Context: an optimization exercise on an open-source flow, tuned for small area and a short achievable clock period. The choices shown serve that exercise and are no tape-out recipe.
Only simulation tests tie the RTL to the original design; equivalence was not proved.

==> flow/design.v, too long to show whole: its modules and the start of the top module <==
// module mas_radix_encoder: 12 lines
// module mas_radix_adder: 10 lines
// module mas_radix_ha: 9 lines
// module mas_mul_radix_top: 2475 lines
module mas_mul_radix_top (
  input               clk,
  input               rstn,
  input        [31:0] in1,
  input        [31:0] in2,
  output logic [63:0] res
);
  // ...
==> flow/run.sh <==
#!/bin/bash
# synth_recipe.tcl (not shown) runs the flow's synth.tcl, then flattens the netlist and writes it again
# the make line also repeats each setting of config.mk as NAME=value (left out here)
make -C /OpenROAD-flow-scripts/flow DESIGN_CONFIG=/design/flow/config.mk WORK_HOME=/design/flow/orfs CLKGATE_MAP_FILE= SYNTH_SCRIPT=/design/flow/synth_recipe.tcl finish
==> flow/config.mk <==
export PLATFORM = sky130hd
export DESIGN_NAME = mas_mul_radix_top
export DESIGN_NICKNAME = mas_mul_radix_top
export VERILOG_FILES = /design/flow/design.v
export SDC_FILE = /design/flow/constraint.sdc
export NUM_CORES = 4
export LEC_CHECK = 0
export CAP_MARGIN = 20
export CORE_MARGIN = 2
export CORE_UTILIZATION = 45
export SETUP_SLACK_MARGIN = 3
export SLEW_MARGIN = 20
export SYNTH_HIERARCHICAL = 1
export SYNTH_MINIMUM_KEEP_SIZE = 0
==> flow/constraint.sdc <==
create_clock -name core_clock -period 13.5 [get_ports {clk}]
set_input_delay 2.7000 -clock core_clock [delete_from_list [all_inputs] [get_ports {clk}]]
set_output_delay 2.7000 -clock core_clock [all_outputs]
set_load 0.01 [all_outputs]
==> flow_summary.html, run 1 <==
<table>
<tr><th>Metric</th><th>Value</th></tr>
<tr><th colspan="2">GRT</th></tr>
<tr><td>Wire length of the first global-routing pass</td><td>133 mm</td></tr>
<tr><th colspan="2">Timing</th></tr>
<tr><td>Post-route clock period utilization</td><td>75.7%</td></tr>
<tr><td>Final Max Slew Viols</td><td>0</td></tr>
<tr><td>Hold slack</td><td>2.45 ns</td></tr>
<tr><th colspan="2">Setup path</th></tr>
<tr><td>Critical Path Sink Type</td><td>register</td></tr>
<tr><td>Last element of the critical path</td><td>res[51]$_DFF_PN0_</td></tr>
<tr><td>Critical path start-end classification</td><td>in2reg</td></tr>
<tr><td>Required time at the endpoint of the critical path</td><td>13.81 ns</td></tr>
<tr><th colspan="2">Synth</th></tr>
<tr><td>Netlist area before placement</td><td>24600 um^2</td></tr>
<tr><td>Cell type with the largest total area after synthesis</td><td>sky130_fd_sc_hd__fa_1</td></tr>
<tr><td>Number of flops mapped to enable cells by yosys</td><td>0</td></tr>
<tr><td>Synth top cells by count</td><td>sky130_fd_sc_hd__xnor2_1 (543), sky130_fd_sc_hd__o22ai_1 (515), sky130_fd_sc_hd__fa_1 (480)</td></tr>
<tr><td>Mux contribution to synthesized area</td><td>0.0407%</td></tr>
<tr><th colspan="2">Status</th></tr>
<tr><td>Run status</td><td>finished clean</td></tr>
<tr><th colspan="2">Final layout</th></tr>
<tr><td>Most common cell after layout, fill and taps aside</td><td>sky130_fd_sc_hd__xnor2_1</td></tr>
<tr><td>Number of flip-flops and latches</td><td>64</td></tr>
<tr><td>Registers with the most flip-flops</td><td>res: 64 flops</td></tr>
<tr><th colspan="2">Drt</th></tr>
<tr><td>Per-cell routed wire length</td><td>28.0 um</td></tr>
<tr><td>Wire length on met3</td><td>9.82 mm</td></tr>
<tr><th colspan="2">Floorplan</th></tr>
<tr><td>Total number of tap cells</td><td>696</td></tr>
<tr><td>Starting Density</td><td>45.6%</td></tr>
<tr><th colspan="2">Clock tree</th></tr>
<tr><td>Maximum level of the CTS H-tree</td><td>3</td></tr>
<tr><th colspan="2">Min path</th></tr>
<tr><td>Min-delay worst type</td><td>in2async</td></tr>
</table>
==> run 2, diff against run 1 <==
--- a/flow/config.mk
+++ b/flow/config.mk
@@ -9,5 +9,5 @@
 export CORE_MARGIN = 2
 export CORE_UTILIZATION = 45
-export SETUP_SLACK_MARGIN = 3
+export SETUP_SLACK_MARGIN = 5
 export SLEW_MARGIN = 20
 export SYNTH_HIERARCHICAL = 1
==> flow_summary.html, run 2 <==
<table>
<tr><th>Metric</th><th>Value</th></tr>
<tr><th colspan="2">Final layout</th></tr>
<tr><td>Max FFs per register</td><td>64 (unchanged)</td></tr>
<tr><td>Area Growth Syn to Fin</td><td>39.8% (was 9.64%)</td></tr>
<tr><td>Fill count</td><td>4043 (was 4907)</td></tr>
<tr><td>Registers with the most flip-flops</td><td>res: 64 flops (unchanged)</td></tr>
<tr><td>Fin area</td><td>34400 um^2 (was 26900 um^2)</td></tr>
<tr><td>Final design utilization</td><td>63.7% (was 50.0%)</td></tr>
<tr><td>Most used cells in the layout excluding fill and tap cells</td><td>sky130_fd_sc_hd__xnor2_1 (416), sky130_fd_sc_hd__o22ai_1 (402), sky130_fd_sc_hd__fa_1 (347) (was sky130_fd_sc_hd__xnor2_1 (543), sky130_fd_sc_hd__o22ai_1 (515), sky130_fd_sc_hd__fa_1 (480))</td></tr>
<tr><td>Number of inserted diodes</td><td>0 (unchanged)</td></tr>
<tr><td>Register containing the most flip-flops in the final layout</td><td>res (unchanged)</td></tr>
<tr><td>Most common cell after layout, fill and taps aside</td><td>sky130_fd_sc_hd__xnor2_1 (unchanged)</td></tr>
<tr><td>Fraction of final layout cells with drive strength greater than 1</td><td>34.6% (was 6.83%)</td></tr>
<tr><td>Nets@finish</td><td>3445 (was 3133)</td></tr>
<tr><th colspan="2">Synth</th></tr>
<tr><td>Count of warnings emitted by yosys</td><td>7 (unchanged)</td></tr>
<tr><td>Post-Syn Instances</td><td>2369 (unchanged)</td></tr>
<tr><td>Cell type with the largest total area after synthesis</td><td>sky130_fd_sc_hd__fa_1 (unchanged)</td></tr>
<tr><td>Share of flip-flops with an asynchronous set or reset after synthesis</td><td>100% (unchanged)</td></tr>
<tr><td>Average cell area after synthesis</td><td>10.4 um^2 (unchanged)</td></tr>
<tr><td>Top_reg_cell synth</td><td>sky130_fd_sc_hd__dfrtp_1 (unchanged)</td></tr>
<tr><td>Netlist area before placement</td><td>24600 um^2 (unchanged)</td></tr>
<tr><td>Synth top cells by count</td><td>sky130_fd_sc_hd__xnor2_1 (543), sky130_fd_sc_hd__o22ai_1 (515), sky130_fd_sc_hd__fa_1 (480) (unchanged)</td></tr>
<tr><td>Top cells by area, synth</td><td>sky130_fd_sc_hd__fa_1 (39%), sky130_fd_sc_hd__xnor2_1 (19%), sky130_fd_sc_hd__o22ai_1 (13%) (unchanged)</td></tr>
<tr><td>Number of register bits inferred by synthesis</td><td>64 (unchanged)</td></tr>
<tr><td>Share of the synthesized area in the top cell type</td><td>39.1% (unchanged)</td></tr>
<tr><td>Number of flops mapped to enable cells by yosys</td><td>0 (unchanged)</td></tr>
<tr><td>Most common cell in the synthesized netlist</td><td>sky130_fd_sc_hd__xnor2_1 (unchanged)</td></tr>
<tr><td>Sequential-to-total area share from yosys stat</td><td>6.52% (unchanged)</td></tr>
<tr><td>Number of library cell types mapped by synthesis</td><td>62 (unchanged)</td></tr>
<tr><th colspan="2">Min path</th></tr>
<tr><td>Min-delay worst type</td><td>in2async (unchanged)</td></tr>
<tr><th colspan="2">Drt</th></tr>
<tr><td>Vias post-DR</td><td>22.6k (was 20.8k)</td></tr>
<tr><td>Top Metal Used</td><td>met4 (was met5)</td></tr>
<tr><td>Per-cell routed wire length</td><td>29.0 um (was 28.0 um)</td></tr>
<tr><td>Wire length on met3</td><td>10.9 mm (was 9.82 mm)</td></tr>
<tr><td>Number of remaining DRC errors</td><td>0 (unchanged)</td></tr>
<tr><td>Routed wire length on met2</td><td>46.9 mm (was 40.9 mm)</td></tr>
<tr><td>1st-pass router iterations</td><td>8 (was 6)</td></tr>
<tr><td>Via density</td><td>6.53 (was 6.58)</td></tr>
<tr><td>Detail Route Antenna Nets</td><td>0 (unchanged)</td></tr>
<tr><td>Met1 Wirelength</td><td>35.2 mm (was 32.6 mm)</td></tr>
<tr><td>Routed Wire Length</td><td>101 mm (was 88.4 mm)</td></tr>
<tr><td>DRC violation total after the first TritonRoute iteration</td><td>2311 (was 2153)</td></tr>
<tr><th colspan="2">Timing</th></tr>
<tr><td>Slew margin rel.</td><td>35.3% (was 22.2%)</td></tr>
<tr><td>Final setup slack of the worst path</td><td>4.78 ns (was 3.28 ns)</td></tr>
<tr><td>Number of endpoints with negative hold slack in the final report</td><td>0 (unchanged)</td></tr>
<tr><td>Worst-Margin Slew</td><td>0.970 ns (was 1.15 ns)</td></tr>
<tr><td>Final TNS setup</td><td>0 ns (unchanged)</td></tr>
<tr><td>Fmax</td><td>115 MHz (was 97.9 MHz)</td></tr>
<tr><td>Hold slack</td><td>2.43 ns (was 2.45 ns)</td></tr>
<tr><td>Post-route clock period utilization</td><td>64.6% (was 75.7%)</td></tr>
<tr><td>Final Max Slew Viols</td><td>0 (unchanged)</td></tr>
<tr><td>Setup repair after global routing missed its margin</td><td>yes (was no)</td></tr>
<tr><td>Setup violation total in the final timing report</td><td>0 (unchanged)</td></tr>
<tr><td>Final Critical Period</td><td>8.72 ns (was 10.22 ns)</td></tr>
<tr><th colspan="2">Setup path</th></tr>
<tr><td>Largest stage delay on the critical path</td><td>0.50 ns (was 0.74 ns)</td></tr>
<tr><td>Critical Path Sink Type</td><td>register (unchanged)</td></tr>
<tr><td>Critical Path Fanout Max</td><td>9 (was 17)</td></tr>
<tr><td>CP dominant cell by count</td><td>sky130_fd_sc_hd__fa_2 (was sky130_fd_sc_hd__fa_1)</td></tr>
<tr><td>Type of element launching the critical path</td><td>primary input (unchanged)</td></tr>
<tr><td>Slowest-stage cell, CP</td><td>sky130_fd_sc_hd__fa_1 (was sky130_fd_sc_hd__a21oi_2)</td></tr>
<tr><td>Critical Path, Cell by Cell</td><td>buf_6 -&gt; ha_4 -&gt; nor2b_4 -&gt; buf_12 -&gt; buf_12 -&gt; buf_16 -&gt; xnor2_1 -&gt; o22ai_1 -&gt; fa_2 -&gt; fa_2 -&gt; fa_2 -&gt; fa_2 -&gt; fa_1 -&gt; fa_2 -&gt; ha_1 -&gt; ha_1 -&gt; and3_1 -&gt; a221o_1 -&gt; a211oi_4 -&gt; buf_12 -&gt; a21oi_4 -&gt; o21ai_4 -&gt; or4b_1 -&gt; o211ai_1 (was clkdlybuf4s50_1 -&gt; and3b_1 -&gt; a21oi_2 -&gt; buf_4 -&gt; o22ai_1 -&gt; fa_1 -&gt; fa_1 -&gt; fa_1 -&gt; fa_1 -&gt; fa_1 -&gt; fa_1 -&gt; fa_1 -&gt; ha_1 -&gt; and4_1 -&gt; and2_1 -&gt; nand2_1 -&gt; nor4_1 -&gt; o21ai_4 -&gt; a21oi_2 -&gt; and2b_1 -&gt; o21ai_0 -&gt; xor2_1)</td></tr>
<tr><td>Critical path start-end classification</td><td>in2reg (unchanged)</td></tr>
<tr><td>Required time at the endpoint of the critical path</td><td>13.81 ns (about the same)</td></tr>
<tr><td>Data arrival time of the critical path</td><td>9.03 ns (was 10.52 ns)</td></tr>
<tr><th colspan="2">Run</th></tr>
<tr><td>Max-capacitance violation count</td><td>0 (unchanged)</td></tr>
<tr><th colspan="2">Placed design</th></tr>
<tr><td>DP HPWL</td><td>65.5 mm (was 65.0 mm)</td></tr>
<tr><td>Pre-CTS setup slack</td><td>1.95 ns (was 2.54 ns)</td></tr>
<tr><td>Final GP Congestion</td><td>0.964 (was 0.969)</td></tr>
<tr><td>Number of input and output port buffers inserted</td><td>129 (unchanged)</td></tr>
<tr><td>Placed cell areas</td><td>26800 um^2 (was 26400 um^2)</td></tr>
<tr><th colspan="2">Floorplan</th></tr>
<tr><td>Placement Rows</td><td>85 (unchanged)</td></tr>
<tr><td>Placeable core area</td><td>53900 um^2 (unchanged)</td></tr>
<tr><td>X dimension of the die</td><td>238 um (unchanged)</td></tr>
<tr><td>Number of primary I/O pins</td><td>130 (unchanged)</td></tr>
<tr><td>Starting Density</td><td>45.6% (unchanged)</td></tr>
<tr><td>Die outline area</td><td>56500 um^2 (unchanged)</td></tr>
<tr><td>Die H</td><td>238 um (unchanged)</td></tr>
<tr><th colspan="2">Clock tree</th></tr>
<tr><td>Clk buf depth</td><td>2 (unchanged)</td></tr>
<tr><td>Maximum level of the CTS H-tree</td><td>3 (unchanged)</td></tr>
<tr><td>Sink count of the clock tree</td><td>64 (unchanged)</td></tr>
<tr><td>Number of hold-repair buffers added at the cts stage</td><td>0 (unchanged)</td></tr>
<tr><td>Clock-pin slew on the worst setup and hold paths</td><td>0.07 ns (was 0.06 ns)</td></tr>
<tr><td>Clock tree root driver cell</td><td>sky130_fd_sc_hd__clkbuf_16 (unchanged)</td></tr>
<tr><td>CTS tree</td><td>yes (unchanged)</td></tr>
<tr><td>Number of buffers added by the clock tree synthesis step</td><td>9 (unchanged)</td></tr>
<tr><th colspan="2">GRT</th></tr>
<tr><td>Overall track demand over capacity in global routing</td><td>34.3% (was 31.4%)</td></tr>
<tr><td>Remaining global-route overflow</td><td>0 (unchanged)</td></tr>
<tr><td>Pin count of the biggest net entering global routing</td><td>65 (unchanged)</td></tr>
<tr><td>Antenna violations before repair</td><td>0 (was 4)</td></tr>
<tr><td>Wire length of the first global-routing pass</td><td>144 mm (was 133 mm)</td></tr>
<tr><td>Vias in the first global route</td><td>23.8k (was 22.4k)</td></tr>
<tr><th colspan="2">Status</th></tr>
<tr><td>Run status</td><td>finished clean (unchanged)</td></tr>
</table>
[run 2: cell counts after synthesis]
Identical to the previous run, type by type.
[run 2: area by class of cell]
| cell class | count | area, um^2 | area share [%] |
|---|---|---|---|
| flip-flops and latches | 64 | 1600 | 4.66 |
| inverters | 84 | 327 | 0.950 |
| well taps | 696 | 871 | 2.53 |
| clock buffers | 13 | 270 | 0.787 |
| multi-input cells | 2084 | 25100 | 73.0 |
| repair buffers | 525 | 6170 | 18.0 |
| clock inverters | 2 | 37.5 | 0.109 |
[run 2: cell families after synthesis]
kind of cell	synth area share, %
AOI/OAI and AO/OA	17.6
and+or+nand+nor	4.51
buffers and inverters	5.73
other	0.0306
xor gates and xnor gates	19.9
DFF	6.52
muxes	0.0407
adders and majority gates	45.8
[run 2: worst max-delay path by stage]
stage,startpoint,end,depth (start not counted)
3_3_place_gp,in2[13],res[54]$_DFF_PN0_,23
6_report,in2[21],res[54]$_DFF_PN0_,24
3_5_place_dp,in2[13],res[54]$_DFF_PN0_,23
5_1_grt,in2[17],res[54]$_DFF_PN0_,24
4_1_cts,in2[5],res[54]$_DFF_PN0_,24
2_1_floorplan,in2[1],res[54]$_DFF_PN0_,23
[run 2: repair_timing]
item	4_1_cts	5_1_grt
gates resized for setup	673	228
pin swaps	137	79
setup endpoints to repair	46	35
buffers inserted	173	127
gates cloned	23	6
[run 2: stage by stage]
stage	cells
4_1_cts	3335
5_1_grt	3468
6_report	3468
3_3_place_gp	3124
3_5_place_dp	3124
2_1_floorplan	2387
[run 2: metal layers]
layer / up-vias / GRT usage [%]
li1: 9259 / -
met1: 11400 / 41.5
met2: 1536 / 55.2
met3: 471 / 8.71
met4: 0 / 21.1
met5: - / 0
[run 2: Yosys stat by module (local to each module, per instance)]
module / times used / flip-flops and latches / area (um^2)
mas_radix_adder: 480 / 0 / 20.0
mas_radix_ha: 109 / 0 / 12.5
mas_mul_radix_top: 1 / 64 / 3730
mas_radix_encoder: 16 / 0 / 617
[run 2: critical path: cells and delay by family]
family / cells / cell delay (ns)
xor+xnor: 1 / 0.29
simple gates: 3 / 0.72
compound gates: 6 / 1.22
buf+inv: 5 / 0.72
fa+ha+maj: 9 / 3.33
==> run 3, diff against run 2 <==
--- a/flow/config.mk
+++ b/flow/config.mk
@@ -9,5 +9,4 @@
 export CORE_MARGIN = 2
 export CORE_UTILIZATION = 45
-export SETUP_SLACK_MARGIN = 5
 export SLEW_MARGIN = 20
 export SYNTH_HIERARCHICAL = 1
==> flow_summary.html, run 3 <==
<table>
<tr><th>Metric</th><th>Value</th></tr>
<tr><th colspan="2">Status</th></tr>
<tr><td>Run status</td><td>finished clean (unchanged)</td></tr>
<tr><th colspan="2">GRT</th></tr>
<tr><td>Pin count of the biggest net entering global routing</td><td>65 (unchanged)</td></tr>
<tr><td>Antenna violations before repair</td><td>3 (was 0)</td></tr>
<tr><td>Remaining global-route overflow</td><td>0 (unchanged)</td></tr>
<tr><td>Vias in the first global route</td><td>22.4k (was 23.8k)</td></tr>
<tr><td>Overall track demand over capacity in global routing</td><td>31.0% (was 34.3%)</td></tr>
<tr><td>Wire length of the first global-routing pass</td><td>132 mm (was 144 mm)</td></tr>
<tr><th colspan="2">Drt</th></tr>
<tr><td>1st-pass router iterations</td><td>7 (was 8)</td></tr>
<tr><td>Per-cell routed wire length</td><td>27.1 um (was 29.0 um)</td></tr>
<tr><td>Via density</td><td>6.52 (was 6.53)</td></tr>
<tr><td>Number of remaining DRC errors</td><td>0 (unchanged)</td></tr>
<tr><td>Routed Wire Length</td><td>85.1 mm (was 101 mm)</td></tr>
<tr><td>Detail Route Antenna Nets</td><td>0 (unchanged)</td></tr>
<tr><td>Vias post-DR</td><td>20.4k (was 22.6k)</td></tr>
<tr><td>DRC violation total after the first TritonRoute iteration</td><td>1868 (was 2311)</td></tr>
<tr><th colspan="2">Setup path</th></tr>
<tr><td>Type of element launching the critical path</td><td>primary input (unchanged)</td></tr>
<tr><td>Required time at the endpoint of the critical path</td><td>13.81 ns (about the same)</td></tr>
<tr><td>Data arrival time of the critical path</td><td>10.95 ns (was 9.03 ns)</td></tr>
<tr><td>Critical Path Fanout Max</td><td>24 (was 9)</td></tr>
<tr><td>Critical Path Sink Type</td><td>register (unchanged)</td></tr>
<tr><td>Critical path start-end classification</td><td>in2reg (unchanged)</td></tr>
<tr><th colspan="2">Synth</th></tr>
<tr><td>Most common cell in the synthesized netlist</td><td>sky130_fd_sc_hd__xnor2_1 (unchanged)</td></tr>
<tr><td>Simple logic cell fraction of the synthesized area</td><td>4.51% (unchanged)</td></tr>
<tr><td>Cell type with the largest total area after synthesis</td><td>sky130_fd_sc_hd__fa_1 (unchanged)</td></tr>
<tr><td>Post-Syn Instances</td><td>2369 (unchanged)</td></tr>
<tr><td>Adder and majority cell fraction of the synthesized area</td><td>45.8% (unchanged)</td></tr>
<tr><td>Count of warnings emitted by yosys</td><td>7 (unchanged)</td></tr>
<tr><td>Compound-cell area share of the yosys netlist</td><td>17.6% (unchanged)</td></tr>
<tr><td>Synth top cells by count</td><td>sky130_fd_sc_hd__xnor2_1 (543), sky130_fd_sc_hd__o22ai_1 (515), sky130_fd_sc_hd__fa_1 (480) (unchanged)</td></tr>
<tr><td>Number of library cell types mapped by synthesis</td><td>62 (unchanged)</td></tr>
<tr><td>Top_reg_cell synth</td><td>sky130_fd_sc_hd__dfrtp_1 (unchanged)</td></tr>
<tr><td>Mux contribution to synthesized area</td><td>0.0407% (unchanged)</td></tr>
<tr><td>Share of flip-flops with an asynchronous set or reset after synthesis</td><td>100% (unchanged)</td></tr>
<tr><td>Sequential-to-total area share from yosys stat</td><td>6.52% (unchanged)</td></tr>
<tr><td>Share of the synthesized area in the top cell type</td><td>39.1% (unchanged)</td></tr>
<tr><td>Number of register bits inferred by synthesis</td><td>64 (unchanged)</td></tr>
<tr><td>Dominant combinational cell family by area after synthesis</td><td>adder cells (unchanged)</td></tr>
<tr><td>Number of flops mapped to enable cells by yosys</td><td>0 (unchanged)</td></tr>
<tr><td>Xor/xnor share of the synthesized area</td><td>19.9% (unchanged)</td></tr>
<tr><td>Netlist area before placement</td><td>24600 um^2 (unchanged)</td></tr>
<tr><td>Top cells by area, synth</td><td>sky130_fd_sc_hd__fa_1 (39%), sky130_fd_sc_hd__xnor2_1 (19%), sky130_fd_sc_hd__o22ai_1 (13%) (unchanged)</td></tr>
<tr><td>Average cell area after synthesis</td><td>10.4 um^2 (unchanged)</td></tr>
<tr><th colspan="2">Clock tree</th></tr>
<tr><td>CTS tree</td><td>yes (unchanged)</td></tr>
<tr><td>Sink count of the clock tree</td><td>64 (unchanged)</td></tr>
<tr><td>Number of buffers added by the clock tree synthesis step</td><td>9 (unchanged)</td></tr>
<tr><td>PostCTS Resize Cnt</td><td>0 (was 673)</td></tr>
<tr><td>Clock tree root driver cell</td><td>sky130_fd_sc_hd__clkbuf_16 (unchanged)</td></tr>
<tr><td>Clock-pin slew on the worst setup and hold paths</td><td>0.06 ns (was 0.07 ns)</td></tr>
<tr><td>Maximum level of the CTS H-tree</td><td>3 (unchanged)</td></tr>
<tr><td>Clk buf depth</td><td>2 (unchanged)</td></tr>
<tr><td>Number of setup buffers added after CTS</td><td>0 (was 173)</td></tr>
<tr><td>Number of hold-repair buffers added at the cts stage</td><td>0 (unchanged)</td></tr>
<tr><th colspan="2">Final layout</th></tr>
<tr><td>Final instance count without filler cells</td><td>3134 (was 3468)</td></tr>
<tr><td>Most common cell after layout, fill and taps aside</td><td>sky130_fd_sc_hd__xnor2_1 (unchanged)</td></tr>
<tr><td>Fin area</td><td>26700 um^2 (was 34400 um^2)</td></tr>
<tr><td>Fraction of final layout cells with drive strength greater than 1</td><td>5.95% (was 34.6%)</td></tr>
<tr><td>Fill count</td><td>4927 (was 4043)</td></tr>
<tr><td>Area Growth Syn to Fin</td><td>8.53% (was 39.8%)</td></tr>
<tr><td>Max FFs per register</td><td>64 (unchanged)</td></tr>
<tr><td>Most used cells in the layout excluding fill and tap cells</td><td>sky130_fd_sc_hd__xnor2_1 (543), sky130_fd_sc_hd__o22ai_1 (515), sky130_fd_sc_hd__fa_1 (480) (was sky130_fd_sc_hd__xnor2_1 (416), sky130_fd_sc_hd__o22ai_1 (402), sky130_fd_sc_hd__fa_1 (347))</td></tr>
<tr><td>Register containing the most flip-flops in the final layout</td><td>res (unchanged)</td></tr>
<tr><td>Nets@finish</td><td>3112 (was 3445)</td></tr>
<tr><td>Multi-input gate area</td><td>21900 um^2 (was 25100 um^2)</td></tr>
<tr><td>Reg area</td><td>1600 um^2 (unchanged)</td></tr>
<tr><td>Number of inserted diodes</td><td>0 (unchanged)</td></tr>
<tr><td>Registers with the most flip-flops</td><td>res: 64 flops (unchanged)</td></tr>
<tr><th colspan="2">Floorplan</th></tr>
<tr><td>Number of primary I/O pins</td><td>130 (unchanged)</td></tr>
<tr><td>Placement Rows</td><td>85 (unchanged)</td></tr>
<tr><td>Die outline area</td><td>56500 um^2 (unchanged)</td></tr>
<tr><td>Placeable core area</td><td>53900 um^2 (unchanged)</td></tr>
<tr><td>X dimension of the die</td><td>238 um (unchanged)</td></tr>
<tr><td>Starting Density</td><td>45.6% (unchanged)</td></tr>
<tr><td>Die H</td><td>238 um (unchanged)</td></tr>
<tr><th colspan="2">Timing</th></tr>
<tr><td>Final setup slack of the worst path</td><td>2.86 ns (was 4.78 ns)</td></tr>
<tr><td>Setup repair after global routing missed its margin</td><td>no (was yes)</td></tr>
<tr><td>Worst-Margin Slew</td><td>1.15 ns (was 0.970 ns)</td></tr>
<tr><td>Setup violation total in the final timing report</td><td>0 (unchanged)</td></tr>
<tr><td>Number of endpoints with negative hold slack in the final report</td><td>0 (unchanged)</td></tr>
<tr><td>Post-route clock period utilization</td><td>78.8% (was 64.6%)</td></tr>
<tr><td>Final TNS setup</td><td>0 ns (unchanged)</td></tr>
<tr><td>Final Max Slew Viols</td><td>0 (unchanged)</td></tr>
<tr><td>Fmax</td><td>93.9 MHz (was 115 MHz)</td></tr>
<tr><td>Slew margin rel.</td><td>22.9% (was 35.3%)</td></tr>
<tr><td>Final Critical Period</td><td>10.64 ns (was 8.72 ns)</td></tr>
<tr><th colspan="2">Run</th></tr>
<tr><td>Max-capacitance violation count</td><td>0 (unchanged)</td></tr>
<tr><th colspan="2">Placed design</th></tr>
<tr><td>Pre-CTS setup slack</td><td>2.54 ns (was 1.95 ns)</td></tr>
<tr><td>Final GP Congestion</td><td>0.969 (was 0.964)</td></tr>
<tr><td>Placed cell areas</td><td>26400 um^2 (was 26800 um^2)</td></tr>
<tr><td>DP HPWL</td><td>65.0 mm (was 65.5 mm)</td></tr>
<tr><td>Number of input and output port buffers inserted</td><td>129 (unchanged)</td></tr>
<tr><td>Number of cells after detailed placement</td><td>3120 (was 3124)</td></tr>
<tr><th colspan="2">Min path</th></tr>
<tr><td>Min-delay worst type</td><td>in2async (unchanged)</td></tr>
</table>
run 3: through the flow:
| step | hold slack (ns) | util, % |
|---|---|---|
| final | 2.44 | 49.5 |
| after global routing | 2.53 | 49.5 |
| after CTS | 2.49 | 49.5 |
| after detailed placement | 2.91 | 49.0 |
| after global placement | 2.90 | 49.0 |
| after floorplan | 2.40 | - |
run 3: area by class of cell:
class                           count  area share (%)
Clock buffer                        9           0.844
Inverter                           84            1.18
Clock inverter                      5           0.188
Sequential cell                    64            6.00
Multi-Input combinational cell   2076            81.9
Timing Repair Buffer              200            6.59
Tap cell                          696            3.27
run 3: per-module statistics from Yosys (local to each module, per instance):
module / cells / flip-flops and latches / area [um^2]
mas_radix_ha: 1 / 0 / 12.5
mas_radix_adder: 1 / 0 / 20.0
mas_radix_encoder: 86 / 0 / 617
mas_mul_radix_top: 404 / 64 / 3730
run 3: worst max path at each step:
stage                        from                 to  slack (ns)  cells past startpoint
after detailed placement  in2[21]  res[62]$_DFF_PN0_        2.54                     22
after CTS                 in2[21]  res[62]$_DFF_PN0_        2.95                     22
after global routing       in2[7]  res[62]$_DFF_PN0_        2.43                     22
final                     in2[21]  res[54]$_DFF_PN0_        2.86                     22
after floorplan            in2[3]  res[54]$_DFF_PN0_        4.64                     23
after global placement    in2[17]  res[62]$_DFF_PN0_        2.65                     23
run 3: logic make-up after synthesis:
| logic type | Yosys count |
|---|---|
| xor+xnor | 557 |
| simple gates | 203 |
| other cells | 2 |
| fa+ha+maj | 611 |
| mux | 1 |
| buf+inv | 247 |
| compound gates | 684 |
| flops | 64 |
run 3: critical path, stage by stage:
cell and delay (ns):
sky130_fd_sc_hd__clkdlybuf4s50_1 0.72, sky130_fd_sc_hd__ha_1 0.41, sky130_fd_sc_hd__nor2b_4 0.89, sky130_fd_sc_hd__xnor2_1 0.22, sky130_fd_sc_hd__o22ai_1 0.30, sky130_fd_sc_hd__fa_1 0.46
sky130_fd_sc_hd__fa_1 0.40, sky130_fd_sc_hd__fa_1 0.40, sky130_fd_sc_hd__fa_1 0.39, sky130_fd_sc_hd__fa_1 0.50, sky130_fd_sc_hd__fa_1 0.41, sky130_fd_sc_hd__ha_1 0.29
sky130_fd_sc_hd__ha_1 0.34, sky130_fd_sc_hd__a21o_1 0.20, sky130_fd_sc_hd__a21o_1 0.18, sky130_fd_sc_hd__a221oi_2 0.39, sky130_fd_sc_hd__nor2_2 0.12, sky130_fd_sc_hd__a211oi_4 0.53
sky130_fd_sc_hd__a21oi_2 0.23, sky130_fd_sc_hd__o21ai_4 0.25, sky130_fd_sc_hd__or4b_1 0.47, sky130_fd_sc_hd__o211ai_1 0.11
run 3: per-layer routing:
metal	GRT usage, %	vias to the layer above	routed length, um
met5	0	-	15
met4	15.7	2	4650
met3	8.21	324	8690
met2	50.1	1257	39700
met1	38.3	10300	32000
li1	-	8539	-

## port drivers added, routing unchanged
In the flow no input, the clock included, has a driving cell. The finished layouts below were timed again as built, in two steps.
Step 1, drivers: a clkbuf_16 drives clk and a buf_2 each remaining input, both assumed.
Step 2, shift: input delay + t, output delay - t, t = (earliest + latest rising clock arrival at the registers) / 2. This alone moves slack from input paths to output paths.
Slacks: no drivers / after step 1 / after step 2; pairs: no drivers / after step 1.
| run | shift t [ns] | slack for setup (ns) | slew at the worst register clock pin (ns) | worst data-port slew with drivers (ns) |
|---|---|---|---|---|
| run 1 | 0.449 | 3.284 / 3.320 / 2.871 | 0.06 / 0.06 | 0.06 |
| run 2 | 0.463 | 4.779 / 4.808 / 4.345 | 0.07 / 0.07 | 0.08 |
| run 3 | 0.447 | 2.855 / 2.895 / 2.449 | 0.06 / 0.06 | 0.05 |
After both steps every run listed still meets setup and hold. For run 2, which loses most, drivers alone change the setup slack by +0.029 ns; drivers and shift together by -0.434 ns.
